What follows belongs to an exercise in optimizing a design on an open flow for small area, a short achievable clock period and few clock cycles per item; a production flow would make more cautious choices.
No run shown here included a check of the RTL's function; only the layout flow was run.
Power is estimated from default activity; no workload was simulated.

==> flow/design.v, too long to show whole: its modules and the start of the top module <==
// module HW3_FPMUL_754SP: 2795 lines
module HW3_FPMUL_754SP(Clk, Rst, St, FPmplier, FPmcand, Done, Ovf, Unf, FPproduct);
  // ...
==> flow/run.sh <==
#!/bin/bash
# synth_recipe.tcl (not shown) runs the flow's synth.tcl, then flattens the netlist and writes it again
# the make line also repeats each setting of config.mk as NAME=value (left out here)
make -C /OpenROAD-flow-scripts/flow DESIGN_CONFIG=/design/flow/config.mk WORK_HOME=/design/flow/orfs CLKGATE_MAP_FILE= SYNTH_SCRIPT=/design/flow/synth_recipe.tcl finish
==> flow/config.mk <==
export PLATFORM = sky130hd
export DESIGN_NAME = HW3_FPMUL_754SP
export DESIGN_NICKNAME = HW3_FPMUL_754SP
export VERILOG_FILES = /design/flow/design.v
export SDC_FILE = /design/flow/constraint.sdc
export NUM_CORES = 4
export LEC_CHECK = 0
export CAP_MARGIN = 20
export CORE_MARGIN = 2
export CORE_UTILIZATION = 40
export SLEW_MARGIN = 20
==> flow/constraint.sdc <==
create_clock -name core_clock -period 8.6 [get_ports {Clk}]
set_input_delay 1.7200 -clock core_clock [delete_from_list [all_inputs] [get_ports {Clk}]]
set_output_delay 1.7200 -clock core_clock [all_outputs]
set_load 0.01 [all_outputs]
==> summary.txt, run 1 <==
Outcome
  – Status: complete, no violations

Final layout
  – Max reg flops: 35
  – Share of cells above drive strength 1: 5.37%
  – Clock network share of area: 1.63%
  – Top class by area: multi-input combinational cells
  – Multi-input combinational area share: 72.5%
  – Most frequent cells in the layout: xnor2_1 (285), inv_1 (283), fa_1 (252)
  – # diodes: 0
  – Clock buffers: 9
  – Final non-filler cell total: 2476

Clocking
  – Htree depth: 3
  – CTS root buffer: clkbuf_16
  – Clk slew on worst S/H paths: 0.07 ns
  – Hold_buf cts: 0

Hold path
  – Worst Hold Class: input port to flop
  – Hold depth: 2

Setup path
  – WP buf/inv: 4
  – Worst Setup EP: ry[7]

GRT
  – Largest net degree at the start of global routing: 36
  – GRT busiest layer: met2
  – Grt total ovfl: 0

Power
  – Sequential power: 0.000918 W
  – Reg power frac: 12.0%
  – Maximum vdd ir drop: 0.198 mV
  – P_int: 0.00381 W
  – Clk pwr share: 5.4%
  – Pwr/cell area: 404 nW/µm²

Synthesis
  – Cell taking the most area after synthesis: fa_1
  – Cell count after synthesis: 1930
  – Yosys warning count: 1
  – Synth unique cells: 73

Place
  – Pre-CTS setup slack: 1.23 ns
  – Routability cong.: 0.970
  – Placed cell count: between 2k and 2.5k
  – Port buffer count: 101

Timing
  – Period utilization: between 80% and 90%
  – RSZ-0062 raised after global routing: false
  – WHS: 1.88 ns
  – Finish-stage setup viols: 0

Job
  – Number of max-cap violations: 0

Routing
  – Met3 Wirelength: around 5700 µm
  – Vias per inst: 5.80

Die
  – Die span in y: 211 µm
==> inputs of run 2 (changes only) <==
--- a/flow/design.v
+++ b/flow/design.v
@@ -1,15 +1,15 @@
 module HW3_FPMUL_754SP(Clk, Rst, St, FPmplier, FPmcand, Done, Ovf, Unf, FPproduct);
 	input Clk, Rst, St;
 	input [31:0] FPmplier, FPmcand;
 	output [31:0] FPproduct;
 	output Ovf, Unf;
 	output reg Done;
-	reg [34:0] rx, ry;
+	reg [47:0] rx, ry;
 	reg rcin, rzero, rs;
 	reg [8:0] re0;
 	wire one1;
 	wire two2;
 	wire neg3;
 	wire bp4;
 	wire bp5;
 	wire bp6;
@@ -1041,42 +1041,42 @@
 	wire p1032;
 	wire g1033;
 	wire p1034;
 	wire g1035;
 	wire p1036;
 	wire g1037;
 	wire p1038;
 	wire g1039;
-	wire p1040;
-	wire g1041;
-	wire p1042;
-	wire g1043;
-	wire p1044;
-	wire g1045;
-	wire p1046;
-	wire g1047;
-	wire p1048;
-	wire g1049;
-	wire p1050;
-	wire g1051;
-	wire p1052;
-	wire g1053;
-	wire p1054;
-	wire g1055;
-	wire p1056;
-	wire g1057;
-	wire p1058;
-	wire g1059;
-	wire p1060;
-	wire g1061;
-	wire p1062;
-	wire g1063;
-	wire p1064;
-	wire g1065;
+	wire g1040;
+	wire p1041;
+	wire g1042;
+	wire p1043;
+	wire g1044;
+	wire p1045;
+	wire g1046;
+	wire p1047;
+	wire g1048;
+	wire p1049;
+	wire g1050;
+	wire p1051;
+	wire g1052;
+	wire p1053;
+	wire g1054;
+	wire p1055;
+	wire g1056;
+	wire p1057;
+	wire g1058;
+	wire p1059;
+	wire g1060;
+	wire p1061;
+	wire g1062;
+	wire p1063;
+	wire g1064;
+	wire p1065;
 	wire g1066;
 	wire p1067;
 	wire g1068;
 	wire p1069;
 	wire g1070;
 	wire p1071;
 	wire g1072;
 	wire p1073;
@@ -1361,41 +1361,171 @@
 	wire g1352;
 	wire p1353;
 	wire g1354;
 	wire p1355;
 	wire g1356;
 	wire p1357;
 	wire g1358;
 	wire p1359;
-	wire sum1360;
-	wire sum1361;
-	wire sum1362;
-	wire sum1363;
-	wire sum1364;
-	wire sum1365;
-	wire sum1366;
-	wire sum1367;
-	wire sum1368;
-	wire sum1369;
-	wire sum1370;
-	wire sum1371;
-	wire sum1372;
-	wire sum1373;
-	wire sum1374;
-	wire sum1375;
-	wire sum1376;
-	wire sum1377;
-	wire sum1378;
-	wire sum1379;
-	wire sum1380;
-	wire sum1381;
-	wire sum1382;
-	wire sum1383;
-	wire sum1384;
+	wire g1360;
+	wire p1361;
+	wire g1362;
+	wire p1363;
+	wire g1364;
+	wire p1365;
+	wire g1366;
+	wire p1367;
+	wire g1368;
+	wire p1369;
+	wire g1370;
+	wire p1371;
+	wire g1372;
+	wire p1373;
+	wire g1374;
+	wire p1375;
+	wire g1376;
+	wire p1377;
+	wire g1378;
+	wire p1379;
+	wire g1380;
+	wire p1381;
+	wire g1382;
+	wire p1383;
+	wire g1384;
+	wire p1385;
+	wire g1386;
+	wire p1387;
+	wire g1388;
+	wire p1389;
+	wire g1390;
+	wire p1391;
+	wire g1392;
+	wire p1393;
+	wire g1394;
+	wire p1395;
+	wire g1396;
+	wire p1397;
+	wire g1398;
+	wire p1399;
+	wire g1400;
+	wire p1401;
+	wire g1402;
+	wire p1403;
+	wire g1404;
+	wire p1405;
+	wire g1406;
+	wire p1407;
+	wire g1408;
+	wire p1409;
+	wire g1410;
+	wire p1411;
+	wire g1412;
+	wire p1413;
+	wire g1414;
+	wire p1415;
+	wire g1416;
+	wire p1417;
+	wire g1418;
+	wire p1419;
+	wire g1420;
+	wire p1421;
+	wire g1422;
+	wire p1423;
+	wire g1424;
+	wire p1425;
+	wire g1426;
+	wire p1427;
+	wire g1428;
+	wire p1429;
+	wire g1430;
+	wire p1431;
+	wire g1432;
+	wire p1433;
+	wire g1434;
+	wire p1435;
+	wire g1436;
+	wire p1437;
+	wire g1438;
+	wire p1439;
+	wire g1440;
+	wire p1441;
+	wire g1442;
+	wire p1443;
+	wire g1444;
+	wire p1445;
+	wire g1446;
+	wire p1447;
+	wire g1448;
+	wire p1449;
+	wire g1450;
+	wire p1451;
+	wire g1452;
+	wire p1453;
+	wire g1454;
+	wire p1455;
+	wire g1456;
+	wire p1457;
+	wire g1458;
+	wire p1459;
+	wire g1460;
+	wire p1461;
+	wire g1462;
+	wire p1463;
+	wire g1464;
+	wire p1465;
+	wire g1466;
+	wire p1467;
+	wire g1468;
+	wire p1469;
+	wire g1470;
+	wire p1471;
+	wire g1472;
+	wire p1473;
+	wire g1474;
+	wire p1475;
+	wire g1476;
+	wire p1477;
+	wire g1478;
+	wire p1479;
+	wire g1480;
+	wire p1481;
+	wire g1482;
+	wire p1483;
+	wire g1484;
+	wire p1485;
+	wire g1486;
+	wire p1487;
+	wire g1488;
+	wire p1489;
+	wire sum1490;
+	wire sum1491;
+	wire sum1492;
+	wire sum1493;
+	wire sum1494;
+	wire sum1495;
+	wire sum1496;
+	wire sum1497;
+	wire sum1498;
+	wire sum1499;
+	wire sum1500;
+	wire sum1501;
+	wire sum1502;
+	wire sum1503;
+	wire sum1504;
+	wire sum1505;
+	wire sum1506;
+	wire sum1507;
+	wire sum1508;
+	wire sum1509;
+	wire sum1510;
+	wire sum1511;
+	wire sum1512;
+	wire sum1513;
+	wire sum1514;
 	assign one1 = FPmcand[0] ^ 1'b0;
 	assign two2 = (FPmcand[1] & ~FPmcand[0] & ~1'b0) | (~FPmcand[1] & FPmcand[0] & 1'b0);
 	assign neg3 = FPmcand[1] & ~(FPmcand[0] & 1'b0);
 	assign bp4 = ((one1 & FPmplier[0])) ^ neg3;
 	assign bp5 = ((one1 & FPmplier[1]) | (two2 & FPmplier[0])) ^ neg3;
 	assign bp6 = ((one1 & FPmplier[2]) | (two2 & FPmplier[1])) ^ neg3;
 	assign bp7 = ((one1 & FPmplier[3]) | (two2 & FPmplier[2])) ^ neg3;
 	assign bp8 = ((one1 & FPmplier[4]) | (two2 & FPmplier[3])) ^ neg3;
@@ -2331,465 +2461,595 @@
 	assign c938 = (c930 & s935) | (c930 & c932) | (s935 & c932);
 	assign s939 = FPmplier[22] ^ 1'b1 ^ bp347;
 	assign c940 = (FPmplier[22] & 1'b1) | (FPmplier[22] & bp347) | (1'b1 & bp347);
 	assign s941 = c936 ^ s939;
 	assign c942 = c936 & s939;
 	assign s943 = 1'b1 ^ ns348 ^ c940;
 	assign c944 = (1'b1 & ns348) | (1'b1 & c940) | (ns348 & c940);
 	assign g945 = neg3 & bp4;
-	assign p946 = neg3 | bp4;
-	assign g947 = bp5 & 1'b0;
-	assign p948 = bp5 | 1'b0;
-	assign g949 = bp33 & s349;
-	assign p950 = bp33 | s349;
-	assign g951 = c350 & s351;
-	assign p952 = c350 | s351;
-	assign g953 = s353 & s355;
-	assign p954 = s353 | s355;
-	assign g955 = s357 & s359;
-	assign p956 = s357 | s359;
-	assign g957 = s363 & s365;
-	assign p958 = s363 | s365;
-	assign g959 = s369 & s371;
-	assign p960 = s369 | s371;
-	assign g961 = c372 & s379;
-	assign p962 = c372 | s379;
-	assign g963 = s385 & s387;
-	assign p964 = s385 | s387;
-	assign g965 = s395 & s397;
-	assign p966 = s395 | s397;
-	assign g967 = c398 & s407;
-	assign p968 = c398 | s407;
-	assign g969 = c408 & s419;
-	assign p970 = c408 | s419;
-	assign g971 = g949 | (p950 & g947);
-	assign p972 = p950 & p948;
-	assign g973 = g971 | (p972 & g945);
-	assign p974 = p972 & p946;
-	assign g975 = g955 | (p956 & g953);
-	assign p976 = p956 & p954;
-	assign g977 = g975 | (p976 & g951);
-	assign p978 = p976 & p952;
-	assign g979 = g977 | (p978 & g973);
-	assign p980 = p978 & p974;
-	assign g981 = g961 | (p962 & g959);
-	assign p982 = p962 & p960;
-	assign g983 = g981 | (p982 & g957);
-	assign p984 = p982 & p958;
-	assign g985 = g965 | (p966 & g963);
-	assign p986 = p966 & p964;
-	assign g987 = g969 | (p970 & g967);
-	assign p988 = p970 & p968;
-	assign g989 = g987 | (p988 & g985);
-	assign p990 = p988 & p986;
-	assign g991 = g989 | (p990 & g983);
-	assign p992 = p990 & p984;
-	assign g993 = g991 | (p992 & g979);
-	assign p994 = p992 & p980;
-	assign g995 = s429 & s431;
-	assign p996 = s429 ^ s431;
-	assign g997 = c432 & s445;
-	assign p998 = c432 ^ s445;
-	assign g999 = c446 & s459;
-	assign p1000 = c446 ^ s459;
-	assign g1001 = c460 & s475;
-	assign p1002 = c460 ^ s475;
-	assign g1003 = c476 & s491;
-	assign p1004 = c476 ^ s491;
-	assign g1005 = c492 & s509;
-	assign p1006 = c492 ^ s509;
-	assign g1007 = c510 & s527;
-	assign p1008 = c510 ^ s527;
-	assign g1009 = c528 & s547;
-	assign p1010 = c528 ^ s547;
-	assign g1011 = c548 & s567;
-	assign p1012 = c548 ^ s567;
-	assign g1013 = c568 & s589;
-	assign p1014 = c568 ^ s589;
-	assign g1015 = c590 & s611;
-	assign p1016 = c590 ^ s611;
-	assign g1017 = c612 & s633;
-	assign p1018 = c612 ^ s633;
-	assign g1019 = c634 & s657;
-	assign p1020 = c634 ^ s657;
-	assign g1021 = c658 & s681;
-	assign p1022 = c658 ^ s681;
-	assign g1023 = c682 & s703;
-	assign p1024 = c682 ^ s703;
-	assign g1025 = s725 & c704;
-	assign p1026 = s725 ^ c704;
-	assign g1027 = c726 & s745;
-	assign p1028 = c726 ^ s745;
-	assign g1029 = c746 & s765;
-	assign p1030 = c746 ^ s765;
-	assign g1031 = c766 & s783;
-	assign p1032 = c766 ^ s783;
-	assign g1033 = c784 & s801;
-	assign p1034 = c784 ^ s801;
-	assign g1035 = c802 & s817;
-	assign p1036 = c802 ^ s817;
-	assign g1037 = s833 & c818;
-	assign p1038 = s833 ^ c818;
-	assign g1039 = c834 & s847;
-	assign p1040 = c834 ^ s847;
-	assign g1041 = c848 & s861;
-	assign p1042 = c848 ^ s861;
-	assign g1043 = c862 & s873;
-	assign p1044 = c862 ^ s873;
-	assign g1045 = s885 & c874;
-	assign p1046 = s885 ^ c874;
-	assign g1047 = c886 & s895;
-	assign p1048 = c886 ^ s895;
-	assign g1049 = s905 & c896;
-	assign p1050 = s905 ^ c896;
-	assign g1051 = c906 & s913;
-	assign p1052 = c906 ^ s913;
-	assign g1053 = s921 & c914;
-	assign p1054 = s921 ^ c914;
-	assign g1055 = c922 & s927;
-	assign p1056 = c922 ^ s927;
-	assign g1057 = s933 & c928;
-	assign p1058 = s933 ^ c928;
-	assign g1059 = c934 & s937;
-	assign p1060 = c934 ^ s937;
-	assign g1061 = s941 & c938;
-	assign p1062 = s941 ^ c938;
-	assign g1063 = c942 & s943;
-	assign p1064 = c942 ^ s943;
-	assign g1065 = rx[0] | (ry[0] & rcin);
-	assign g1066 = rx[1] | (ry[1] & g1065);
-	assign p1067 = ry[1] & ry[0];
-	assign g1068 = rx[2] | (ry[2] & rx[1]);
-	assign p1069 = ry[2] & ry[1];
-	assign g1070 = rx[3] | (ry[3] & rx[2]);
-	assign p1071 = ry[3] & ry[2];
-	assign g1072 = rx[4] | (ry[4] & rx[3]);
-	assign p1073 = ry[4] & ry[3];
-	assign g1074 = rx[5] | (ry[5] & rx[4]);
-	assign p1075 = ry[5] & ry[4];
-	assign g1076 = rx[6] | (ry[6] & rx[5]);
-	assign p1077 = ry[6] & ry[5];
-	assign g1078 = rx[7] | (ry[7] & rx[6]);
-	assign p1079 = ry[7] & ry[6];
-	assign g1080 = rx[8] | (ry[8] & rx[7]);
-	assign p1081 = ry[8] & ry[7];
-	assign g1082 = rx[9] | (ry[9] & rx[8]);
-	assign p1083 = ry[9] & ry[8];
-	assign g1084 = rx[10] | (ry[10] & rx[9]);
-	assign p1085 = ry[10] & ry[9];
-	assign g1086 = rx[11] | (ry[11] & rx[10]);
-	assign p1087 = ry[11] & ry[10];
-	assign g1088 = rx[12] | (ry[12] & rx[11]);
-	assign p1089 = ry[12] & ry[11];
-	assign g1090 = rx[13] | (ry[13] & rx[12]);
-	assign p1091 = ry[13] & ry[12];
-	assign g1092 = rx[14] | (ry[14] & rx[13]);
-	assign p1093 = ry[14] & ry[13];
-	assign g1094 = rx[15] | (ry[15] & rx[14]);
-	assign p1095 = ry[15] & ry[14];
-	assign g1096 = rx[16] | (ry[16] & rx[15]);
-	assign p1097 = ry[16] & ry[15];
-	assign g1098 = rx[17] | (ry[17] & rx[16]);
-	assign p1099 = ry[17] & ry[16];
-	assign g1100 = rx[18] | (ry[18] & rx[17]);
-	assign p1101 = ry[18] & ry[17];
-	assign g1102 = rx[19] | (ry[19] & rx[18]);
-	assign p1103 = ry[19] & ry[18];
-	assign g1104 = rx[20] | (ry[20] & rx[19]);
-	assign p1105 = ry[20] & ry[19];
-	assign g1106 = rx[21] | (ry[21] & rx[20]);
-	assign p1107 = ry[21] & ry[20];
-	assign g1108 = rx[22] | (ry[22] & rx[21]);
-	assign p1109 = ry[22] & ry[21];
-	assign g1110 = rx[23] | (ry[23] & rx[22]);
-	assign p1111 = ry[23] & ry[22];
-	assign g1112 = rx[24] | (ry[24] & rx[23]);
-	assign p1113 = ry[24] & ry[23];
-	assign g1114 = rx[25] | (ry[25] & rx[24]);
-	assign p1115 = ry[25] & ry[24];
-	assign g1116 = rx[26] | (ry[26] & rx[25]);
-	assign p1117 = ry[26] & ry[25];
-	assign g1118 = rx[27] | (ry[27] & rx[26]);
-	assign p1119 = ry[27] & ry[26];
-	assign g1120 = rx[28] | (ry[28] & rx[27]);
-	assign p1121 = ry[28] & ry[27];
-	assign g1122 = rx[29] | (ry[29] & rx[28]);
-	assign p1123 = ry[29] & ry[28];
-	assign g1124 = rx[30] | (ry[30] & rx[29]);
-	assign p1125 = ry[30] & ry[29];
-	assign g1126 = rx[31] | (ry[31] & rx[30]);
-	assign p1127 = ry[31] & ry[30];
-	assign g1128 = rx[32] | (ry[32] & rx[31]);
-	assign p1129 = ry[32] & ry[31];
-	assign g1130 = rx[33] | (ry[33] & rx[32]);
-	assign p1131 = ry[33] & ry[32];
-	assign g1132 = rx[34] | (ry[34] & rx[33]);
-	assign p1133 = ry[34] & ry[33];
-	assign g1134 = g1068 | (p1069 & g1065);
-	assign p1135 = p1069 & ry[0];
-	assign g1136 = g1070 | (p1071 & g1066);
-	assign p1137 = p1071 & p1067;
-	assign g1138 = g1072 | (p1073 & g1068);
-	assign p1139 = p1073 & p1069;
-	assign g1140 = g1074 | (p1075 & g1070);
-	assign p1141 = p1075 & p1071;
-	assign g1142 = g1076 | (p1077 & g1072);
-	assign p1143 = p1077 & p1073;
-	assign g1144 = g1078 | (p1079 & g1074);
-	assign p1145 = p1079 & p1075;
-	assign g1146 = g1080 | (p1081 & g1076);
-	assign p1147 = p1081 & p1077;
-	assign g1148 = g1082 | (p1083 & g1078);
-	assign p1149 = p1083 & p1079;
-	assign g1150 = g1084 | (p1085 & g1080);
-	assign p1151 = p1085 & p1081;
-	assign g1152 = g1086 | (p1087 & g1082);
-	assign p1153 = p1087 & p1083;
-	assign g1154 = g1088 | (p1089 & g1084);
-	assign p1155 = p1089 & p1085;
-	assign g1156 = g1090 | (p1091 & g1086);
-	assign p1157 = p1091 & p1087;
-	assign g1158 = g1092 | (p1093 & g1088);
-	assign p1159 = p1093 & p1089;
-	assign g1160 = g1094 | (p1095 & g1090);
-	assign p1161 = p1095 & p1091;
-	assign g1162 = g1096 | (p1097 & g1092);
-	assign p1163 = p1097 & p1093;
-	assign g1164 = g1098 | (p1099 & g1094);
-	assign p1165 = p1099 & p1095;
-	assign g1166 = g1100 | (p1101 & g1096);
-	assign p1167 = p1101 & p1097;
-	assign g1168 = g1102 | (p1103 & g1098);
-	assign p1169 = p1103 & p1099;
-	assign g1170 = g1104 | (p1105 & g1100);
-	assign p1171 = p1105 & p1101;
-	assign g1172 = g1106 | (p1107 & g1102);
-	assign p1173 = p1107 & p1103;
-	assign g1174 = g1108 | (p1109 & g1104);
-	assign p1175 = p1109 & p1105;
-	assign g1176 = g1110 | (p1111 & g1106);
-	assign p1177 = p1111 & p1107;
-	assign g1178 = g1112 | (p1113 & g1108);
-	assign p1179 = p1113 & p1109;
-	assign g1180 = g1114 | (p1115 & g1110);
-	assign p1181 = p1115 & p1111;
-	assign g1182 = g1116 | (p1117 & g1112);
-	assign p1183 = p1117 & p1113;
-	assign g1184 = g1118 | (p1119 & g1114);
-	assign p1185 = p1119 & p1115;
-	assign g1186 = g1120 | (p1121 & g1116);
-	assign p1187 = p1121 & p1117;
-	assign g1188 = g1122 | (p1123 & g1118);
-	assign p1189 = p1123 & p1119;
-	assign g1190 = g1124 | (p1125 & g1120);
-	assign p1191 = p1125 & p1121;
-	assign g1192 = g1126 | (p1127 & g1122);
-	assign p1193 = p1127 & p1123;
-	assign g1194 = g1128 | (p1129 & g1124);
-	assign p1195 = p1129 & p1125;
-	assign g1196 = g1130 | (p1131 & g1126);
-	assign p1197 = p1131 & p1127;
-	assign g1198 = g1132 | (p1133 & g1128);
-	assign p1199 = p1133 & p1129;
-	assign g1200 = g1138 | (p1139 & g1065);
-	assign p1201 = p1139 & ry[0];
-	assign g1202 = g1140 | (p1141 & g1066);
-	assign p1203 = p1141 & p1067;
-	assign g1204 = g1142 | (p1143 & g1134);
-	assign p1205 = p1143 & p1135;
-	assign g1206 = g1144 | (p1145 & g1136);
-	assign p1207 = p1145 & p1137;
-	assign g1208 = g1146 | (p1147 & g1138);
-	assign p1209 = p1147 & p1139;
-	assign g1210 = g1148 | (p1149 & g1140);
-	assign p1211 = p1149 & p1141;
-	assign g1212 = g1150 | (p1151 & g1142);
-	assign p1213 = p1151 & p1143;
-	assign g1214 = g1152 | (p1153 & g1144);
-	assign p1215 = p1153 & p1145;
-	assign g1216 = g1154 | (p1155 & g1146);
-	assign p1217 = p1155 & p1147;
-	assign g1218 = g1156 | (p1157 & g1148);
-	assign p1219 = p1157 & p1149;
-	assign g1220 = g1158 | (p1159 & g1150);
-	assign p1221 = p1159 & p1151;
-	assign g1222 = g1160 | (p1161 & g1152);
-	assign p1223 = p1161 & p1153;
-	assign g1224 = g1162 | (p1163 & g1154);
-	assign p1225 = p1163 & p1155;
-	assign g1226 = g1164 | (p1165 & g1156);
-	assign p1227 = p1165 & p1157;
-	assign g1228 = g1166 | (p1167 & g1158);
-	assign p1229 = p1167 & p1159;
-	assign g1230 = g1168 | (p1169 & g1160);
-	assign p1231 = p1169 & p1161;
-	assign g1232 = g1170 | (p1171 & g1162);
-	assign p1233 = p1171 & p1163;
-	assign g1234 = g1172 | (p1173 & g1164);
-	assign p1235 = p1173 & p1165;
-	assign g1236 = g1174 | (p1175 & g1166);
-	assign p1237 = p1175 & p1167;
-	assign g1238 = g1176 | (p1177 & g1168);
-	assign p1239 = p1177 & p1169;
-	assign g1240 = g1178 | (p1179 & g1170);
-	assign p1241 = p1179 & p1171;
-	assign g1242 = g1180 | (p1181 & g1172);
-	assign p1243 = p1181 & p1173;
-	assign g1244 = g1182 | (p1183 & g1174);
-	assign p1245 = p1183 & p1175;
-	assign g1246 = g1184 | (p1185 & g1176);
-	assign p1247 = p1185 & p1177;
-	assign g1248 = g1186 | (p1187 & g1178);
-	assign p1249 = p1187 & p1179;
-	assign g1250 = g1188 | (p1189 & g1180);
-	assign p1251 = p1189 & p1181;
-	assign g1252 = g1190 | (p1191 & g1182);
-	assign p1253 = p1191 & p1183;
-	assign g1254 = g1192 | (p1193 & g1184);
-	assign p1255 = p1193 & p1185;
-	assign g1256 = g1194 | (p1195 & g1186);
-	assign p1257 = p1195 & p1187;
-	assign g1258 = g1196 | (p1197 & g1188);
-	assign p1259 = p1197 & p1189;
-	assign g1260 = g1198 | (p1199 & g1190);
-	assign p1261 = p1199 & p1191;
-	assign g1262 = g1208 | (p1209 & g1065);
-	assign p1263 = p1209 & ry[0];
-	assign g1264 = g1210 | (p1211 & g1066);
-	assign p1265 = p1211 & p1067;
-	assign g1266 = g1212 | (p1213 & g1134);
-	assign p1267 = p1213 & p1135;
-	assign g1268 = g1214 | (p1215 & g1136);
-	assign p1269 = p1215 & p1137;
-	assign g1270 = g1216 | (p1217 & g1200);
-	assign p1271 = p1217 & p1201;
-	assign g1272 = g1218 | (p1219 & g1202);
-	assign p1273 = p1219 & p1203;
-	assign g1274 = g1220 | (p1221 & g1204);
-	assign p1275 = p1221 & p1205;
-	assign g1276 = g1222 | (p1223 & g1206);
-	assign p1277 = p1223 & p1207;
-	assign g1278 = g1224 | (p1225 & g1208);
-	assign p1279 = p1225 & p1209;
-	assign g1280 = g1226 | (p1227 & g1210);
-	assign p1281 = p1227 & p1211;
-	assign g1282 = g1228 | (p1229 & g1212);
-	assign p1283 = p1229 & p1213;
-	assign g1284 = g1230 | (p1231 & g1214);
-	assign p1285 = p1231 & p1215;
-	assign g1286 = g1232 | (p1233 & g1216);
-	assign p1287 = p1233 & p1217;
-	assign g1288 = g1234 | (p1235 & g1218);
-	assign p1289 = p1235 & p1219;
-	assign g1290 = g1236 | (p1237 & g1220);
-	assign p1291 = p1237 & p1221;
-	assign g1292 = g1238 | (p1239 & g1222);
-	assign p1293 = p1239 & p1223;
-	assign g1294 = g1240 | (p1241 & g1224);
-	assign p1295 = p1241 & p1225;
-	assign g1296 = g1242 | (p1243 & g1226);
-	assign p1297 = p1243 & p1227;
-	assign g1298 = g1244 | (p1245 & g1228);
-	assign p1299 = p1245 & p1229;
-	assign g1300 = g1246 | (p1247 & g1230);
-	assign p1301 = p1247 & p1231;
-	assign g1302 = g1248 | (p1249 & g1232);
-	assign p1303 = p1249 & p1233;
-	assign g1304 = g1250 | (p1251 & g1234);
-	assign p1305 = p1251 & p1235;
-	assign g1306 = g1252 | (p1253 & g1236);
-	assign p1307 = p1253 & p1237;
-	assign g1308 = g1254 | (p1255 & g1238);
-	assign p1309 = p1255 & p1239;
-	assign g1310 = g1256 | (p1257 & g1240);
-	assign p1311 = p1257 & p1241;
-	assign g1312 = g1258 | (p1259 & g1242);
-	assign p1313 = p1259 & p1243;
-	assign g1314 = g1260 | (p1261 & g1244);
-	assign p1315 = p1261 & p1245;
-	assign g1316 = g1278 | (p1279 & g1065);
-	assign p1317 = p1279 & ry[0];
-	assign g1318 = g1280 | (p1281 & g1066);
-	assign p1319 = p1281 & p1067;
-	assign g1320 = g1282 | (p1283 & g1134);
-	assign p1321 = p1283 & p1135;
-	assign g1322 = g1284 | (p1285 & g1136);
-	assign p1323 = p1285 & p1137;
-	assign g1324 = g1286 | (p1287 & g1200);
-	assign p1325 = p1287 & p1201;
-	assign g1326 = g1288 | (p1289 & g1202);
-	assign p1327 = p1289 & p1203;
-	assign g1328 = g1290 | (p1291 & g1204);
-	assign p1329 = p1291 & p1205;
-	assign g1330 = g1292 | (p1293 & g1206);
-	assign p1331 = p1293 & p1207;
-	assign g1332 = g1294 | (p1295 & g1262);
-	assign p1333 = p1295 & p1263;
-	assign g1334 = g1296 | (p1297 & g1264);
-	assign p1335 = p1297 & p1265;
-	assign g1336 = g1298 | (p1299 & g1266);
-	assign p1337 = p1299 & p1267;
-	assign g1338 = g1300 | (p1301 & g1268);
-	assign p1339 = p1301 & p1269;
-	assign g1340 = g1302 | (p1303 & g1270);
-	assign p1341 = p1303 & p1271;
-	assign g1342 = g1304 | (p1305 & g1272);
-	assign p1343 = p1305 & p1273;
-	assign g1344 = g1306 | (p1307 & g1274);
-	assign p1345 = p1307 & p1275;
-	assign g1346 = g1308 | (p1309 & g1276);
-	assign p1347 = p1309 & p1277;
-	assign g1348 = g1310 | (p1311 & g1278);
-	assign p1349 = p1311 & p1279;
-	assign g1350 = g1312 | (p1313 & g1280);
-	assign p1351 = p1313 & p1281;
-	assign g1352 = g1314 | (p1315 & g1282);
-	assign p1353 = p1315 & p1283;
-	assign g1354 = g1348 | (p1349 & g1065);
-	assign p1355 = p1349 & ry[0];
-	assign g1356 = g1350 | (p1351 & g1066);
-	assign p1357 = p1351 & p1067;
-	assign g1358 = g1352 | (p1353 & g1134);
-	assign p1359 = p1353 & p1135;
-	assign sum1360 = ry[10] ^ g1264;
-	assign sum1361 = ry[11] ^ g1266;
-	assign sum1362 = ry[12] ^ g1268;
-	assign sum1363 = ry[13] ^ g1270;
-	assign sum1364 = ry[14] ^ g1272;
-	assign sum1365 = ry[15] ^ g1274;
-	assign sum1366 = ry[16] ^ g1276;
-	assign sum1367 = ry[17] ^ g1316;
-	assign sum1368 = ry[18] ^ g1318;
-	assign sum1369 = ry[19] ^ g1320;
-	assign sum1370 = ry[20] ^ g1322;
-	assign sum1371 = ry[21] ^ g1324;
-	assign sum1372 = ry[22] ^ g1326;
-	assign sum1373 = ry[23] ^ g1328;
-	assign sum1374 = ry[24] ^ g1330;
-	assign sum1375 = ry[25] ^ g1332;
-	assign sum1376 = ry[26] ^ g1334;
-	assign sum1377 = ry[27] ^ g1336;
-	assign sum1378 = ry[28] ^ g1338;
-	assign sum1379 = ry[29] ^ g1340;
-	assign sum1380 = ry[30] ^ g1342;
-	assign sum1381 = ry[31] ^ g1344;
-	assign sum1382 = ry[32] ^ g1346;
-	assign sum1383 = ry[33] ^ g1354;
-	assign sum1384 = ry[34] ^ g1356;
-	wire [34:0] nx = {g1063, g1061, g1059, g1057, g1055, g1053, g1051, g1049, g1047, g1045, g1043, g1041, g1039, g1037, g1035, g1033, g1031, g1029, g1027, g1025, g1023, g1021, g1019, g1017, g1015, g1013, g1011, g1009, g1007, g1005, g1003, g1001, g999, g997, g995};
-	wire [34:0] ny = {p1064, p1062, p1060, p1058, p1056, p1054, p1052, p1050, p1048, p1046, p1044, p1042, p1040, p1038, p1036, p1034, p1032, p1030, p1028, p1026, p1024, p1022, p1020, p1018, p1016, p1014, p1012, p1010, p1008, p1006, p1004, p1002, p1000, p998, p996};
+	assign p946 = neg3 ^ bp4;
+	assign g947 = bp33 & s349;
+	assign p948 = bp33 ^ s349;
+	assign g949 = c350 & s351;
+	assign p950 = c350 ^ s351;
+	assign g951 = s353 & s355;
+	assign p952 = s353 ^ s355;
+	assign g953 = s357 & s359;
+	assign p954 = s357 ^ s359;
+	assign g955 = s363 & s365;
+	assign p956 = s363 ^ s365;
+	assign g957 = s369 & s371;
+	assign p958 = s369 ^ s371;
+	assign g959 = c372 & s379;
+	assign p960 = c372 ^ s379;
+	assign g961 = s385 & s387;
+	assign p962 = s385 ^ s387;
+	assign g963 = s395 & s397;
+	assign p964 = s395 ^ s397;
+	assign g965 = c398 & s407;
+	assign p966 = c398 ^ s407;
+	assign g967 = c408 & s419;
+	assign p968 = c408 ^ s419;
+	assign g969 = s429 & s431;
+	assign p970 = s429 ^ s431;
+	assign g971 = c432 & s445;
+	assign p972 = c432 ^ s445;
+	assign g973 = c446 & s459;
+	assign p974 = c446 ^ s459;
+	assign g975 = c460 & s475;
+	assign p976 = c460 ^ s475;
+	assign g977 = c476 & s491;
+	assign p978 = c476 ^ s491;
+	assign g979 = c492 & s509;
+	assign p980 = c492 ^ s509;
+	assign g981 = c510 & s527;
+	assign p982 = c510 ^ s527;
+	assign g983 = c528 & s547;
+	assign p984 = c528 ^ s547;
+	assign g985 = c548 & s567;
+	assign p986 = c548 ^ s567;
+	assign g987 = c568 & s589;
+	assign p988 = c568 ^ s589;
+	assign g989 = c590 & s611;
+	assign p990 = c590 ^ s611;
+	assign g991 = c612 & s633;
+	assign p992 = c612 ^ s633;
+	assign g993 = c634 & s657;
+	assign p994 = c634 ^ s657;
+	assign g995 = c658 & s681;
+	assign p996 = c658 ^ s681;
+	assign g997 = c682 & s703;
+	assign p998 = c682 ^ s703;
+	assign g999 = s725 & c704;
+	assign p1000 = s725 ^ c704;
+	assign g1001 = c726 & s745;
+	assign p1002 = c726 ^ s745;
+	assign g1003 = c746 & s765;
+	assign p1004 = c746 ^ s765;
+	assign g1005 = c766 & s783;
+	assign p1006 = c766 ^ s783;
+	assign g1007 = c784 & s801;
+	assign p1008 = c784 ^ s801;
+	assign g1009 = c802 & s817;
+	assign p1010 = c802 ^ s817;
+	assign g1011 = s833 & c818;
+	assign p1012 = s833 ^ c818;
+	assign g1013 = c834 & s847;
+	assign p1014 = c834 ^ s847;
+	assign g1015 = c848 & s861;
+	assign p1016 = c848 ^ s861;
+	assign g1017 = c862 & s873;
+	assign p1018 = c862 ^ s873;
+	assign g1019 = s885 & c874;
+	assign p1020 = s885 ^ c874;
+	assign g1021 = c886 & s895;
+	assign p1022 = c886 ^ s895;
+	assign g1023 = s905 & c896;
+	assign p1024 = s905 ^ c896;
+	assign g1025 = c906 & s913;
+	assign p1026 = c906 ^ s913;
+	assign g1027 = s921 & c914;
+	assign p1028 = s921 ^ c914;
+	assign g1029 = c922 & s927;
+	assign p1030 = c922 ^ s927;
+	assign g1031 = s933 & c928;
+	assign p1032 = s933 ^ c928;
+	assign g1033 = c934 & s937;
+	assign p1034 = c934 ^ s937;
+	assign g1035 = s941 & c938;
+	assign p1036 = s941 ^ c938;
+	assign g1037 = c942 & s943;
+	assign p1038 = c942 ^ s943;
+	assign g1039 = rx[0] | (ry[0] & rcin);
+	assign g1040 = rx[1] | (ry[1] & g1039);
+	assign p1041 = ry[1] & ry[0];
+	assign g1042 = rx[2] | (ry[2] & rx[1]);
+	assign p1043 = ry[2] & ry[1];
+	assign g1044 = rx[3] | (ry[3] & rx[2]);
+	assign p1045 = ry[3] & ry[2];
+	assign g1046 = rx[4] | (ry[4] & rx[3]);
+	assign p1047 = ry[4] & ry[3];
+	assign g1048 = rx[5] | (ry[5] & rx[4]);
+	assign p1049 = ry[5] & ry[4];
+	assign g1050 = rx[6] | (ry[6] & rx[5]);
+	assign p1051 = ry[6] & ry[5];
+	assign g1052 = rx[7] | (ry[7] & rx[6]);
+	assign p1053 = ry[7] & ry[6];
+	assign g1054 = rx[8] | (ry[8] & rx[7]);
+	assign p1055 = ry[8] & ry[7];
+	assign g1056 = rx[9] | (ry[9] & rx[8]);
+	assign p1057 = ry[9] & ry[8];
+	assign g1058 = rx[10] | (ry[10] & rx[9]);
+	assign p1059 = ry[10] & ry[9];
+	assign g1060 = rx[11] | (ry[11] & rx[10]);
+	assign p1061 = ry[11] & ry[10];
+	assign g1062 = rx[12] | (ry[12] & rx[11]);
+	assign p1063 = ry[12] & ry[11];
+	assign g1064 = rx[13] | (ry[13] & rx[12]);
+	assign p1065 = ry[13] & ry[12];
+	assign g1066 = rx[14] | (ry[14] & rx[13]);
+	assign p1067 = ry[14] & ry[13];
+	assign g1068 = rx[15] | (ry[15] & rx[14]);
+	assign p1069 = ry[15] & ry[14];
+	assign g1070 = rx[16] | (ry[16] & rx[15]);
+	assign p1071 = ry[16] & ry[15];
+	assign g1072 = rx[17] | (ry[17] & rx[16]);
+	assign p1073 = ry[17] & ry[16];
+	assign g1074 = rx[18] | (ry[18] & rx[17]);
+	assign p1075 = ry[18] & ry[17];
+	assign g1076 = rx[19] | (ry[19] & rx[18]);
+	assign p1077 = ry[19] & ry[18];
+	assign g1078 = rx[20] | (ry[20] & rx[19]);
+	assign p1079 = ry[20] & ry[19];
+	assign g1080 = rx[21] | (ry[21] & rx[20]);
+	assign p1081 = ry[21] & ry[20];
+	assign g1082 = rx[22] | (ry[22] & rx[21]);
+	assign p1083 = ry[22] & ry[21];
+	assign g1084 = rx[23] | (ry[23] & rx[22]);
+	assign p1085 = ry[23] & ry[22];
+	assign g1086 = rx[24] | (ry[24] & rx[23]);
+	assign p1087 = ry[24] & ry[23];
+	assign g1088 = rx[25] | (ry[25] & rx[24]);
+	assign p1089 = ry[25] & ry[24];
+	assign g1090 = rx[26] | (ry[26] & rx[25]);
+	assign p1091 = ry[26] & ry[25];
+	assign g1092 = rx[27] | (ry[27] & rx[26]);
+	assign p1093 = ry[27] & ry[26];
+	assign g1094 = rx[28] | (ry[28] & rx[27]);
+	assign p1095 = ry[28] & ry[27];
+	assign g1096 = rx[29] | (ry[29] & rx[28]);
+	assign p1097 = ry[29] & ry[28];
+	assign g1098 = rx[30] | (ry[30] & rx[29]);
+	assign p1099 = ry[30] & ry[29];
+	assign g1100 = rx[31] | (ry[31] & rx[30]);
+	assign p1101 = ry[31] & ry[30];
+	assign g1102 = rx[32] | (ry[32] & rx[31]);
+	assign p1103 = ry[32] & ry[31];
+	assign g1104 = rx[33] | (ry[33] & rx[32]);
+	assign p1105 = ry[33] & ry[32];
+	assign g1106 = rx[34] | (ry[34] & rx[33]);
+	assign p1107 = ry[34] & ry[33];
+	assign g1108 = rx[35] | (ry[35] & rx[34]);
+	assign p1109 = ry[35] & ry[34];
+	assign g1110 = rx[36] | (ry[36] & rx[35]);
+	assign p1111 = ry[36] & ry[35];
+	assign g1112 = rx[37] | (ry[37] & rx[36]);
+	assign p1113 = ry[37] & ry[36];
+	assign g1114 = rx[38] | (ry[38] & rx[37]);
+	assign p1115 = ry[38] & ry[37];
+	assign g1116 = rx[39] | (ry[39] & rx[38]);
+	assign p1117 = ry[39] & ry[38];
+	assign g1118 = rx[40] | (ry[40] & rx[39]);
+	assign p1119 = ry[40] & ry[39];
+	assign g1120 = rx[41] | (ry[41] & rx[40]);
+	assign p1121 = ry[41] & ry[40];
+	assign g1122 = rx[42] | (ry[42] & rx[41]);
+	assign p1123 = ry[42] & ry[41];
+	assign g1124 = rx[43] | (ry[43] & rx[42]);
+	assign p1125 = ry[43] & ry[42];
+	assign g1126 = rx[44] | (ry[44] & rx[43]);
+	assign p1127 = ry[44] & ry[43];
+	assign g1128 = rx[45] | (ry[45] & rx[44]);
+	assign p1129 = ry[45] & ry[44];
+	assign g1130 = rx[46] | (ry[46] & rx[45]);
+	assign p1131 = ry[46] & ry[45];
+	assign g1132 = rx[47] | (ry[47] & rx[46]);
+	assign p1133 = ry[47] & ry[46];
+	assign g1134 = g1042 | (p1043 & g1039);
+	assign p1135 = p1043 & ry[0];
+	assign g1136 = g1044 | (p1045 & g1040);
+	assign p1137 = p1045 & p1041;
+	assign g1138 = g1046 | (p1047 & g1042);
+	assign p1139 = p1047 & p1043;
+	assign g1140 = g1048 | (p1049 & g1044);
+	assign p1141 = p1049 & p1045;
+	assign g1142 = g1050 | (p1051 & g1046);
+	assign p1143 = p1051 & p1047;
+	assign g1144 = g1052 | (p1053 & g1048);
+	assign p1145 = p1053 & p1049;
+	assign g1146 = g1054 | (p1055 & g1050);
+	assign p1147 = p1055 & p1051;
+	assign g1148 = g1056 | (p1057 & g1052);
+	assign p1149 = p1057 & p1053;
+	assign g1150 = g1058 | (p1059 & g1054);
+	assign p1151 = p1059 & p1055;
+	assign g1152 = g1060 | (p1061 & g1056);
+	assign p1153 = p1061 & p1057;
+	assign g1154 = g1062 | (p1063 & g1058);
+	assign p1155 = p1063 & p1059;
+	assign g1156 = g1064 | (p1065 & g1060);
+	assign p1157 = p1065 & p1061;
+	assign g1158 = g1066 | (p1067 & g1062);
+	assign p1159 = p1067 & p1063;
+	assign g1160 = g1068 | (p1069 & g1064);
+	assign p1161 = p1069 & p1065;
+	assign g1162 = g1070 | (p1071 & g1066);
+	assign p1163 = p1071 & p1067;
+	assign g1164 = g1072 | (p1073 & g1068);
+	assign p1165 = p1073 & p1069;
+	assign g1166 = g1074 | (p1075 & g1070);
+	assign p1167 = p1075 & p1071;
+	assign g1168 = g1076 | (p1077 & g1072);
+	assign p1169 = p1077 & p1073;
+	assign g1170 = g1078 | (p1079 & g1074);
+	assign p1171 = p1079 & p1075;
+	assign g1172 = g1080 | (p1081 & g1076);
+	assign p1173 = p1081 & p1077;
+	assign g1174 = g1082 | (p1083 & g1078);
+	assign p1175 = p1083 & p1079;
+	assign g1176 = g1084 | (p1085 & g1080);
+	assign p1177 = p1085 & p1081;
+	assign g1178 = g1086 | (p1087 & g1082);
+	assign p1179 = p1087 & p1083;
+	assign g1180 = g1088 | (p1089 & g1084);
+	assign p1181 = p1089 & p1085;
+	assign g1182 = g1090 | (p1091 & g1086);
+	assign p1183 = p1091 & p1087;
+	assign g1184 = g1092 | (p1093 & g1088);
+	assign p1185 = p1093 & p1089;
+	assign g1186 = g1094 | (p1095 & g1090);
+	assign p1187 = p1095 & p1091;
+	assign g1188 = g1096 | (p1097 & g1092);
+	assign p1189 = p1097 & p1093;
+	assign g1190 = g1098 | (p1099 & g1094);
+	assign p1191 = p1099 & p1095;
+	assign g1192 = g1100 | (p1101 & g1096);
+	assign p1193 = p1101 & p1097;
+	assign g1194 = g1102 | (p1103 & g1098);
+	assign p1195 = p1103 & p1099;
+	assign g1196 = g1104 | (p1105 & g1100);
+	assign p1197 = p1105 & p1101;
+	assign g1198 = g1106 | (p1107 & g1102);
+	assign p1199 = p1107 & p1103;
+	assign g1200 = g1108 | (p1109 & g1104);
+	assign p1201 = p1109 & p1105;
+	assign g1202 = g1110 | (p1111 & g1106);
+	assign p1203 = p1111 & p1107;
+	assign g1204 = g1112 | (p1113 & g1108);
+	assign p1205 = p1113 & p1109;
+	assign g1206 = g1114 | (p1115 & g1110);
+	assign p1207 = p1115 & p1111;
+	assign g1208 = g1116 | (p1117 & g1112);
+	assign p1209 = p1117 & p1113;
+	assign g1210 = g1118 | (p1119 & g1114);
+	assign p1211 = p1119 & p1115;
+	assign g1212 = g1120 | (p1121 & g1116);
+	assign p1213 = p1121 & p1117;
+	assign g1214 = g1122 | (p1123 & g1118);
+	assign p1215 = p1123 & p1119;
+	assign g1216 = g1124 | (p1125 & g1120);
+	assign p1217 = p1125 & p1121;
+	assign g1218 = g1126 | (p1127 & g1122);
+	assign p1219 = p1127 & p1123;
+	assign g1220 = g1128 | (p1129 & g1124);
+	assign p1221 = p1129 & p1125;
+	assign g1222 = g1130 | (p1131 & g1126);
+	assign p1223 = p1131 & p1127;
+	assign g1224 = g1132 | (p1133 & g1128);
+	assign p1225 = p1133 & p1129;
+	assign g1226 = g1138 | (p1139 & g1039);
+	assign p1227 = p1139 & ry[0];
+	assign g1228 = g1140 | (p1141 & g1040);
+	assign p1229 = p1141 & p1041;
+	assign g1230 = g1142 | (p1143 & g1134);
+	assign p1231 = p1143 & p1135;
+	assign g1232 = g1144 | (p1145 & g1136);
+	assign p1233 = p1145 & p1137;
+	assign g1234 = g1146 | (p1147 & g1138);
+	assign p1235 = p1147 & p1139;
+	assign g1236 = g1148 | (p1149 & g1140);
+	assign p1237 = p1149 & p1141;
+	assign g1238 = g1150 | (p1151 & g1142);
+	assign p1239 = p1151 & p1143;
+	assign g1240 = g1152 | (p1153 & g1144);
+	assign p1241 = p1153 & p1145;
+	assign g1242 = g1154 | (p1155 & g1146);
+	assign p1243 = p1155 & p1147;
+	assign g1244 = g1156 | (p1157 & g1148);
+	assign p1245 = p1157 & p1149;
+	assign g1246 = g1158 | (p1159 & g1150);
+	assign p1247 = p1159 & p1151;
+	assign g1248 = g1160 | (p1161 & g1152);
+	assign p1249 = p1161 & p1153;
+	assign g1250 = g1162 | (p1163 & g1154);
+	assign p1251 = p1163 & p1155;
+	assign g1252 = g1164 | (p1165 & g1156);
+	assign p1253 = p1165 & p1157;
+	assign g1254 = g1166 | (p1167 & g1158);
+	assign p1255 = p1167 & p1159;
+	assign g1256 = g1168 | (p1169 & g1160);
+	assign p1257 = p1169 & p1161;
+	assign g1258 = g1170 | (p1171 & g1162);
+	assign p1259 = p1171 & p1163;
+	assign g1260 = g1172 | (p1173 & g1164);
+	assign p1261 = p1173 & p1165;
+	assign g1262 = g1174 | (p1175 & g1166);
+	assign p1263 = p1175 & p1167;
+	assign g1264 = g1176 | (p1177 & g1168);
+	assign p1265 = p1177 & p1169;
+	assign g1266 = g1178 | (p1179 & g1170);
+	assign p1267 = p1179 & p1171;
+	assign g1268 = g1180 | (p1181 & g1172);
+	assign p1269 = p1181 & p1173;
+	assign g1270 = g1182 | (p1183 & g1174);
+	assign p1271 = p1183 & p1175;
+	assign g1272 = g1184 | (p1185 & g1176);
+	assign p1273 = p1185 & p1177;
+	assign g1274 = g1186 | (p1187 & g1178);
+	assign p1275 = p1187 & p1179;
+	assign g1276 = g1188 | (p1189 & g1180);
+	assign p1277 = p1189 & p1181;
+	assign g1278 = g1190 | (p1191 & g1182);
+	assign p1279 = p1191 & p1183;
+	assign g1280 = g1192 | (p1193 & g1184);
+	assign p1281 = p1193 & p1185;
+	assign g1282 = g1194 | (p1195 & g1186);
+	assign p1283 = p1195 & p1187;
+	assign g1284 = g1196 | (p1197 & g1188);
+	assign p1285 = p1197 & p1189;
+	assign g1286 = g1198 | (p1199 & g1190);
+	assign p1287 = p1199 & p1191;
+	assign g1288 = g1200 | (p1201 & g1192);
+	assign p1289 = p1201 & p1193;
+	assign g1290 = g1202 | (p1203 & g1194);
+	assign p1291 = p1203 & p1195;
+	assign g1292 = g1204 | (p1205 & g1196);
+	assign p1293 = p1205 & p1197;
+	assign g1294 = g1206 | (p1207 & g1198);
+	assign p1295 = p1207 & p1199;
+	assign g1296 = g1208 | (p1209 & g1200);
+	assign p1297 = p1209 & p1201;
+	assign g1298 = g1210 | (p1211 & g1202);
+	assign p1299 = p1211 & p1203;
+	assign g1300 = g1212 | (p1213 & g1204);
+	assign p1301 = p1213 & p1205;
+	assign g1302 = g1214 | (p1215 & g1206);
+	assign p1303 = p1215 & p1207;
+	assign g1304 = g1216 | (p1217 & g1208);
+	assign p1305 = p1217 & p1209;
+	assign g1306 = g1218 | (p1219 & g1210);
+	assign p1307 = p1219 & p1211;
+	assign g1308 = g1220 | (p1221 & g1212);
+	assign p1309 = p1221 & p1213;
+	assign g1310 = g1222 | (p1223 & g1214);
+	assign p1311 = p1223 & p1215;
+	assign g1312 = g1224 | (p1225 & g1216);
+	assign p1313 = p1225 & p1217;
+	assign g1314 = g1234 | (p1235 & g1039);
+	assign p1315 = p1235 & ry[0];
+	assign g1316 = g1236 | (p1237 & g1040);
+	assign p1317 = p1237 & p1041;
+	assign g1318 = g1238 | (p1239 & g1134);
+	assign p1319 = p1239 & p1135;
+	assign g1320 = g1240 | (p1241 & g1136);
+	assign p1321 = p1241 & p1137;
+	assign g1322 = g1242 | (p1243 & g1226);
+	assign p1323 = p1243 & p1227;
+	assign g1324 = g1244 | (p1245 & g1228);
+	assign p1325 = p1245 & p1229;
+	assign g1326 = g1246 | (p1247 & g1230);
+	assign p1327 = p1247 & p1231;
+	assign g1328 = g1248 | (p1249 & g1232);
+	assign p1329 = p1249 & p1233;
+	assign g1330 = g1250 | (p1251 & g1234);
+	assign p1331 = p1251 & p1235;
+	assign g1332 = g1252 | (p1253 & g1236);
+	assign p1333 = p1253 & p1237;
+	assign g1334 = g1254 | (p1255 & g1238);
+	assign p1335 = p1255 & p1239;
+	assign g1336 = g1256 | (p1257 & g1240);
+	assign p1337 = p1257 & p1241;
+	assign g1338 = g1258 | (p1259 & g1242);
+	assign p1339 = p1259 & p1243;
+	assign g1340 = g1260 | (p1261 & g1244);
+	assign p1341 = p1261 & p1245;
+	assign g1342 = g1262 | (p1263 & g1246);
+	assign p1343 = p1263 & p1247;
+	assign g1344 = g1264 | (p1265 & g1248);
+	assign p1345 = p1265 & p1249;
+	assign g1346 = g1266 | (p1267 & g1250);
+	assign p1347 = p1267 & p1251;
+	assign g1348 = g1268 | (p1269 & g1252);
+	assign p1349 = p1269 & p1253;
+	assign g1350 = g1270 | (p1271 & g1254);
+	assign p1351 = p1271 & p1255;
+	assign g1352 = g1272 | (p1273 & g1256);
+	assign p1353 = p1273 & p1257;
+	assign g1354 = g1274 | (p1275 & g1258);
+	assign p1355 = p1275 & p1259;
+	assign g1356 = g1276 | (p1277 & g1260);
+	assign p1357 = p1277 & p1261;
+	assign g1358 = g1278 | (p1279 & g1262);
+	assign p1359 = p1279 & p1263;
+	assign g1360 = g1280 | (p1281 & g1264);
+	assign p1361 = p1281 & p1265;
+	assign g1362 = g1282 | (p1283 & g1266);
+	assign p1363 = p1283 & p1267;
+	assign g1364 = g1284 | (p1285 & g1268);
+	assign p1365 = p1285 & p1269;
+	assign g1366 = g1286 | (p1287 & g1270);
+	assign p1367 = p1287 & p1271;
+	assign g1368 = g1288 | (p1289 & g1272);
+	assign p1369 = p1289 & p1273;
+	assign g1370 = g1290 | (p1291 & g1274);
+	assign p1371 = p1291 & p1275;
+	assign g1372 = g1292 | (p1293 & g1276);
+	assign p1373 = p1293 & p1277;
+	assign g1374 = g1294 | (p1295 & g1278);
+	assign p1375 = p1295 & p1279;
+	assign g1376 = g1296 | (p1297 & g1280);
+	assign p1377 = p1297 & p1281;
+	assign g1378 = g1298 | (p1299 & g1282);
+	assign p1379 = p1299 & p1283;
+	assign g1380 = g1300 | (p1301 & g1284);
+	assign p1381 = p1301 & p1285;
+	assign g1382 = g1302 | (p1303 & g1286);
+	assign p1383 = p1303 & p1287;
+	assign g1384 = g1304 | (p1305 & g1288);
+	assign p1385 = p1305 & p1289;
+	assign g1386 = g1306 | (p1307 & g1290);
+	assign p1387 = p1307 & p1291;
+	assign g1388 = g1308 | (p1309 & g1292);
+	assign p1389 = p1309 & p1293;
+	assign g1390 = g1310 | (p1311 & g1294);
+	assign p1391 = p1311 & p1295;
+	assign g1392 = g1312 | (p1313 & g1296);
+	assign p1393 = p1313 & p1297;
+	assign g1394 = g1330 | (p1331 & g1039);
+	assign p1395 = p1331 & ry[0];
+	assign g1396 = g1332 | (p1333 & g1040);
+	assign p1397 = p1333 & p1041;
+	assign g1398 = g1334 | (p1335 & g1134);
+	assign p1399 = p1335 & p1135;
+	assign g1400 = g1336 | (p1337 & g1136);
+	assign p1401 = p1337 & p1137;
+	assign g1402 = g1338 | (p1339 & g1226);
+	assign p1403 = p1339 & p1227;
+	assign g1404 = g1340 | (p1341 & g1228);
+	assign p1405 = p1341 & p1229;
+	assign g1406 = g1342 | (p1343 & g1230);
+	assign p1407 = p1343 & p1231;
+	assign g1408 = g1344 | (p1345 & g1232);
+	assign p1409 = p1345 & p1233;
+	assign g1410 = g1346 | (p1347 & g1314);
+	assign p1411 = p1347 & p1315;
+	assign g1412 = g1348 | (p1349 & g1316);
+	assign p1413 = p1349 & p1317;
+	assign g1414 = g1350 | (p1351 & g1318);
+	assign p1415 = p1351 & p1319;
+	assign g1416 = g1352 | (p1353 & g1320);
+	assign p1417 = p1353 & p1321;
+	assign g1418 = g1354 | (p1355 & g1322);
+	assign p1419 = p1355 & p1323;
+	assign g1420 = g1356 | (p1357 & g1324);
+	assign p1421 = p1357 & p1325;
+	assign g1422 = g1358 | (p1359 & g1326);
+	assign p1423 = p1359 & p1327;
+	assign g1424 = g1360 | (p1361 & g1328);
+	assign p1425 = p1361 & p1329;
+	assign g1426 = g1362 | (p1363 & g1330);
+	assign p1427 = p1363 & p1331;
+	assign g1428 = g1364 | (p1365 & g1332);
+	assign p1429 = p1365 & p1333;
+	assign g1430 = g1366 | (p1367 & g1334);
+	assign p1431 = p1367 & p1335;
+	assign g1432 = g1368 | (p1369 & g1336);
+	assign p1433 = p1369 & p1337;
+	assign g1434 = g1370 | (p1371 & g1338);
+	assign p1435 = p1371 & p1339;
+	assign g1436 = g1372 | (p1373 & g1340);
+	assign p1437 = p1373 & p1341;
+	assign g1438 = g1374 | (p1375 & g1342);
+	assign p1439 = p1375 & p1343;
+	assign g1440 = g1376 | (p1377 & g1344);
+	assign p1441 = p1377 & p1345;
+	assign g1442 = g1378 | (p1379 & g1346);
+	assign p1443 = p1379 & p1347;
+	assign g1444 = g1380 | (p1381 & g1348);
+	assign p1445 = p1381 & p1349;
+	assign g1446 = g1382 | (p1383 & g1350);
+	assign p1447 = p1383 & p1351;
+	assign g1448 = g1384 | (p1385 & g1352);
+	assign p1449 = p1385 & p1353;
+	assign g1450 = g1386 | (p1387 & g1354);
+	assign p1451 = p1387 & p1355;
+	assign g1452 = g1388 | (p1389 & g1356);
+	assign p1453 = p1389 & p1357;
+	assign g1454 = g1390 | (p1391 & g1358);
+	assign p1455 = p1391 & p1359;
+	assign g1456 = g1392 | (p1393 & g1360);
+	assign p1457 = p1393 & p1361;
+	assign g1458 = g1426 | (p1427 & g1039);
+	assign p1459 = p1427 & ry[0];
+	assign g1460 = g1428 | (p1429 & g1040);
+	assign p1461 = p1429 & p1041;
+	assign g1462 = g1430 | (p1431 & g1134);
+	assign p1463 = p1431 & p1135;
+	assign g1464 = g1432 | (p1433 & g1136);
+	assign p1465 = p1433 & p1137;
+	assign g1466 = g1434 | (p1435 & g1226);
+	assign p1467 = p1435 & p1227;
+	assign g1468 = g1436 | (p1437 & g1228);
+	assign p1469 = p1437 & p1229;
+	assign g1470 = g1438 | (p1439 & g1230);
+	assign p1471 = p1439 & p1231;
+	assign g1472 = g1440 | (p1441 & g1232);
+	assign p1473 = p1441 & p1233;
+	assign g1474 = g1442 | (p1443 & g1314);
+	assign p1475 = p1443 & p1315;
+	assign g1476 = g1444 | (p1445 & g1316);
+	assign p1477 = p1445 & p1317;
+	assign g1478 = g1446 | (p1447 & g1318);
+	assign p1479 = p1447 & p1319;
+	assign g1480 = g1448 | (p1449 & g1320);
+	assign p1481 = p1449 & p1321;
+	assign g1482 = g1450 | (p1451 & g1322);
+	assign p1483 = p1451 & p1323;
+	assign g1484 = g1452 | (p1453 & g1324);
+	assign p1485 = p1453 & p1325;
+	assign g1486 = g1454 | (p1455 & g1326);
+	assign p1487 = p1455 & p1327;
+	assign g1488 = g1456 | (p1457 & g1328);
+	assign p1489 = p1457 & p1329;
+	assign sum1490 = ry[23] ^ g1406;
+	assign sum1491 = ry[24] ^ g1408;
+	assign sum1492 = ry[25] ^ g1410;
+	assign sum1493 = ry[26] ^ g1412;
+	assign sum1494 = ry[27] ^ g1414;
+	assign sum1495 = ry[28] ^ g1416;
+	assign sum1496 = ry[29] ^ g1418;
+	assign sum1497 = ry[30] ^ g1420;
+	assign sum1498 = ry[31] ^ g1422;
+	assign sum1499 = ry[32] ^ g1424;
+	assign sum1500 = ry[33] ^ g1458;
+	assign sum1501 = ry[34] ^ g1460;
+	assign sum1502 = ry[35] ^ g1462;
+	assign sum1503 = ry[36] ^ g1464;
+	assign sum1504 = ry[37] ^ g1466;
+	assign sum1505 = ry[38] ^ g1468;
+	assign sum1506 = ry[39] ^ g1470;
+	assign sum1507 = ry[40] ^ g1472;
+	assign sum1508 = ry[41] ^ g1474;
+	assign sum1509 = ry[42] ^ g1476;
+	assign sum1510 = ry[43] ^ g1478;
+	assign sum1511 = ry[44] ^ g1480;
+	assign sum1512 = ry[45] ^ g1482;
+	assign sum1513 = ry[46] ^ g1484;
+	assign sum1514 = ry[47] ^ g1486;
+	wire [47:0] nx = {g1037, g1035, g1033, g1031, g1029, g1027, g1025, g1023, g1021, g1019, g1017, g1015, g1013, g1011, g1009, g1007, g1005, g1003, g1001, g999, g997, g995, g993, g991, g989, g987, g985, g983, g981, g979, g977, g975, g973, g971, g969, g967, g965, g963, g961, g959, g957, g955, g953, g951, g949, g947, 1'b0, g945};
+	wire [47:0] ny = {p1038, p1036, p1034, p1032, p1030, p1028, p1026, p1024, p1022, p1020, p1018, p1016, p1014, p1012, p1010, p1008, p1006, p1004, p1002, p1000, p998, p996, p994, p992, p990, p988, p986, p984, p982, p980, p978, p976, p974, p972, p970, p968, p966, p964, p962, p960, p958, p956, p954, p952, p950, p948, bp5, p946};
 	always @ (posedge Clk) begin
 		Done <= St & ~Rst;
 		rx <= nx;
 		ry <= ny;
-		rcin <= g993;
+		rcin <= 1'b0;
 		rzero <= (FPmplier == 32'b0) || (FPmcand == 32'b0);
 		rs <= FPmplier[31] ^ FPmcand[31];
 		re0 <= {1'b0, FPmplier[30:23]} + {1'b0, FPmcand[30:23]} - 9'd127;
 	end
-	wire [47:23] m = {sum1384, sum1383, sum1382, sum1381, sum1380, sum1379, sum1378, sum1377, sum1376, sum1375, sum1374, sum1373, sum1372, sum1371, sum1370, sum1369, sum1368, sum1367, sum1366, sum1365, sum1364, sum1363, sum1362, sum1361, sum1360};
+	wire [47:23] m = {sum1514, sum1513, sum1512, sum1511, sum1510, sum1509, sum1508, sum1507, sum1506, sum1505, sum1504, sum1503, sum1502, sum1501, sum1500, sum1499, sum1498, sum1497, sum1496, sum1495, sum1494, sum1493, sum1492, sum1491, sum1490};
 	wire [8:0] re1 = re0 + 9'd1;
 	wire [8:0] E = rzero ? 9'd0 : (m[47] ? re1 : re0);
 	assign Ovf = (E > 9'd254);
 	assign Unf = (E == 9'd0);
 	assign FPproduct = {rs, E[7:0], m[47] ? m[46:24] : m[45:23]};
 endmodule
==> run 2 against run 1 <==
Worst setup slack better by 0.14 ns. Via count is 1.5% higher. Sequential power is 22% higher. Fmax is 2.0% higher. Still clean on timing, DRC and antenna. Combinational power up 6.5%.
==> summary.txt, run 2 <==
Final layout
  – # diodes: 0 (unchanged)
  – Fin util: 44.7%
  – # nets final: roughly 2.4k
  – Max reg flops: 47 (+34%)
  – Share of cells above drive strength 1: 6.27% (+0.90 points)
  – Most frequent cells in the layout: inv_1 (283), xnor2_1 (283), fa_1 (252)
  – Largest regs: ry x47, rx x44, re0 x9
  – Area growth, synth to finish: 10.5%
  – Largest Register: ry

Place
  – Detailed Place HPWL: 45000 µm
  – Routability cong.: 0.968 (-0.25%)
  – Port buffer count: 101 (unchanged)

Setup path
  – CP Class: input port to flop
  – CP max-delay cell: o21ai_1
  – Worst path max stage delay: 0.78 ns
  – CP Max Fanout: 14
  – CP startpoint kind: input port
  – WP data required: between 8 and 9 ns
  – CP most frequent cell: fa_1
  – CP delay by family, top: adder cells
  – Cell Chain, Critical Path: clkdlybuf4s50_1 -> nand2_1 -> o21ai_1 -> buf_4 -> a22oi_1 -> xnor2_1 -> fa_1 -> fa_1 -> inv_1 -> fa_1 -> inv_1 -> fa_1 -> fa_1 -> fa_1 -> inv_1 -> ha_1
  – Crit path from: FPmcand[13]
  – Critical path capture point type: flop
  – WP data arrival: 7.09 ns
  – WP buf/inv: 5 (+1)

Routing
  – DRC viols: 0
  – DRT Pass-1 Iters: 8
  – Final antenna-violating net count: 0
  – Initial DRC count: 1516
  – Routed WL: 57500 µm
  – Vias per inst: 5.64 (-2.8%)
  – Per-cell routed wire length: 22.2 µm
  – Via Count: approximately 15k

Clocking
  – Post-CTS setup buffer count: 0
  – CTS tree: done
  – Cts repair resizes: 0
  – CTS max path bufs: 2
  – Clk slew on worst S/H paths: 0.07 ns (about the same)
  – Clk sinks: 105
  – CTS root buffer: clkbuf_16
  – Hold_buf cts: 0 (unchanged)
  – Htree depth: 3 (unchanged)
  – Clock buffers created by TritonCTS: 9

Die
  – Rows: 77
  – Starting Density: 40.4%
  – Die footprint: 46300 µm²
  – Die span in y: 215 µm (+1.9%)
  – I/O pin total: roughly 100
  – DIE WIDTH: 215 µm
  – CORE AREA: 44100 µm²

Timing
  – Final Slew Violations: 0
  – RSZ-0062 raised after global routing: false
  – Least-Margin Pin Slew: 1.17 ns
  – Fin. Hold Viols: 0
  – Max_slew headroom: a little over a fifth
  – Tmin final: 6.83 ns
  – WHS: 1.88 ns (+0.00952 ns)
  – Period utilization: 79.4% (-1.6 points)
  – Max Clock Freq: around 150 MHz
  – Finish-stage setup viols: 0 (unchanged)
  – Setup_tns: 0 ns

Synthesis
  – Most frequent cells after synthesis: inv_1 (283), xnor2_1 (283), fa_1 (252), a22oi_1 (244), clkbuf_1 (141)
  – Net Count, Synth: 2419
  – Synth Register Bits: about 110
  – Post-synth EDFFs: 0
  – Mapped cell area: about 18000 µm²
  – Synth unique cells: 70 (-4.1%)
  – Asr flop ratio synth: 0%
  – Cell taking the most area after synthesis: fa_1
  – Cell count after synthesis: 1981 (+2.6%)
  – Top post-synthesis cells by area: fa_1 (28%), xnor2_1 (14%), dfxtp_1 (12%)
  – Post-synthesis sequential area ratio: 11.8%
  – Synth top area share: 28.3%
  – Yosys warning count: 1 (unchanged)
  – Mapped Avg Cell Area: 9.00 µm²
  – Top_reg_cell synth: dfxtp_1

GRT
  – Vias in the first global route: 14.9k
  – Initial antenna violation count: 0
  – Largest net degree at the start of global routing: 50 (+39%)
  – GR Util All Layers: between 20% and 30%
  – Grt total ovfl: 0 (unchanged)
  – First-pass GRT wire length: 89300 µm

Power
  – Maximum vdd ir drop: 0.251 mV (+27%)
  – Leak Pwr: 8.34 nW
  – Pwr/cell area: 420 nW/µm² (+3.8%)

Outcome
  – Status: complete, no violations

Job
  – Number of max-cap violations: 0 (unchanged)

Hold path
  – Worst Hold Class: input port to flop
  – Hold Path Origin: Rst
## run 2: cell types whose count changed after synthesis, sizes merged, moves of 5 or more
cell,delta
a21oi,-16
ha,+11
o31ai,-7
o21ai,+33
o21bai,-6
dfxtp,+23
nand2,+23
nand3,+13
nor3,-10
xor2,-7
mux2i,+7
o211ai,+5
nand2b,+8
o21a,+6
## run 2: final cells by class
class	instances	area, µm²
fillers	4351	24400
multi-input cells	1417	14000
flip-flops and latches	105	2100
repair buffers	171	1530
inverters	286	1070
well taps	592	741
clock buffers	10	239
clock inverters	6	47.5
## run 2: cell families after synthesis
| logic type | Yosys count | synth area share (%) |
|---|---|---|
| adders and majority gates | 371 | 36.6 |
| DFF | 105 | 11.8 |
| buffers and inverters | 459 | 9.91 |
| AOI/OAI and AO/OA | 457 | 18.0 |
| xor gates and xnor gates | 314 | 15.5 |
| and+or+nand+nor | 260 | 7.26 |
| muxes | 15 | 0.856 |
## run 2: report_power, final
group	total [W]	internal, W	leakage (nW)	switching (W)
combinational	0.00674	0.00303	7.31	0.00370
sequential	0.00112	0.000866	0.877	0.000249
clock	0.000421	0.000209	0.146	0.000212
## run 2: metrics by stage
step / cells / area [µm²] / total power (W) / setup slack (ns)
floorplan: 1981 / 17800 / 0.00555 / 2.33
finish: 2587 / 19700 / 0.00828 / 1.77
CTS: 2587 / 19700 / 0.00838 / 1.84
global route: 2587 / 19700 / 0.00947 / 1.57
global placement: 2571 / 19400 / 0.00767 / 1.54
detailed placement: 2571 / 19400 / 0.00787 / 1.44
## run 2: routing by layer
| metal | global-route usage [%] | wire, µm | vias to the layer above |
|---|---|---|---|
| li1 | - | - | 6549 |
| met1 | 34.5 | 24700 | 7230 |
| met2 | 39.8 | 25700 | 711 |
| met3 | 5.34 | 5330 | 102 |
| met4 | 8.21 | 1840 | 0 |
| met5 | 0 | 0 | - |
## run 2: worst paths after layout
| path | endpoint | slack, ns | cells after the start |
|---|---|---|---|
| worst max-delay path | ry[29] | 1.77 | 16 |
| worst min-delay path | Done | 1.88 | 2 |

afterwards: timing with drivers on the ports:
The flow's constraints put no driver on any port. The routed layouts listed below were extracted and timed again, unchanged, in two steps. Step 1 assumes that a clkbuf_16 drives the clock port and a buf_2 every other input. Step 2, shift: input delay + t, output delay - t, t = (earliest + latest rising clock arrival at the registers) / 2. This alone moves slack from input paths to output paths. a / b / c = ideal ports / drivers / drivers and shift; a / b = the first two.
| run | shift t [ns] | setup slack, ns | worst setup path at the end | latest minus earliest clock arrival (ns) |
|---|---|---|---|---|
| run 1 | 0.427 | 1.632 / 1.661 / 1.233 | input to register | 0.014 / 0.015 |
| run 2 | 0.431 | 1.772 / 1.801 / 1.369 | input to register | 0.019 / 0.019 |
After both steps setup and hold are still met in every run listed. For run 2, which loses most, drivers alone change the setup slack by +0.029 ns; drivers and shift together by -0.403 ns.
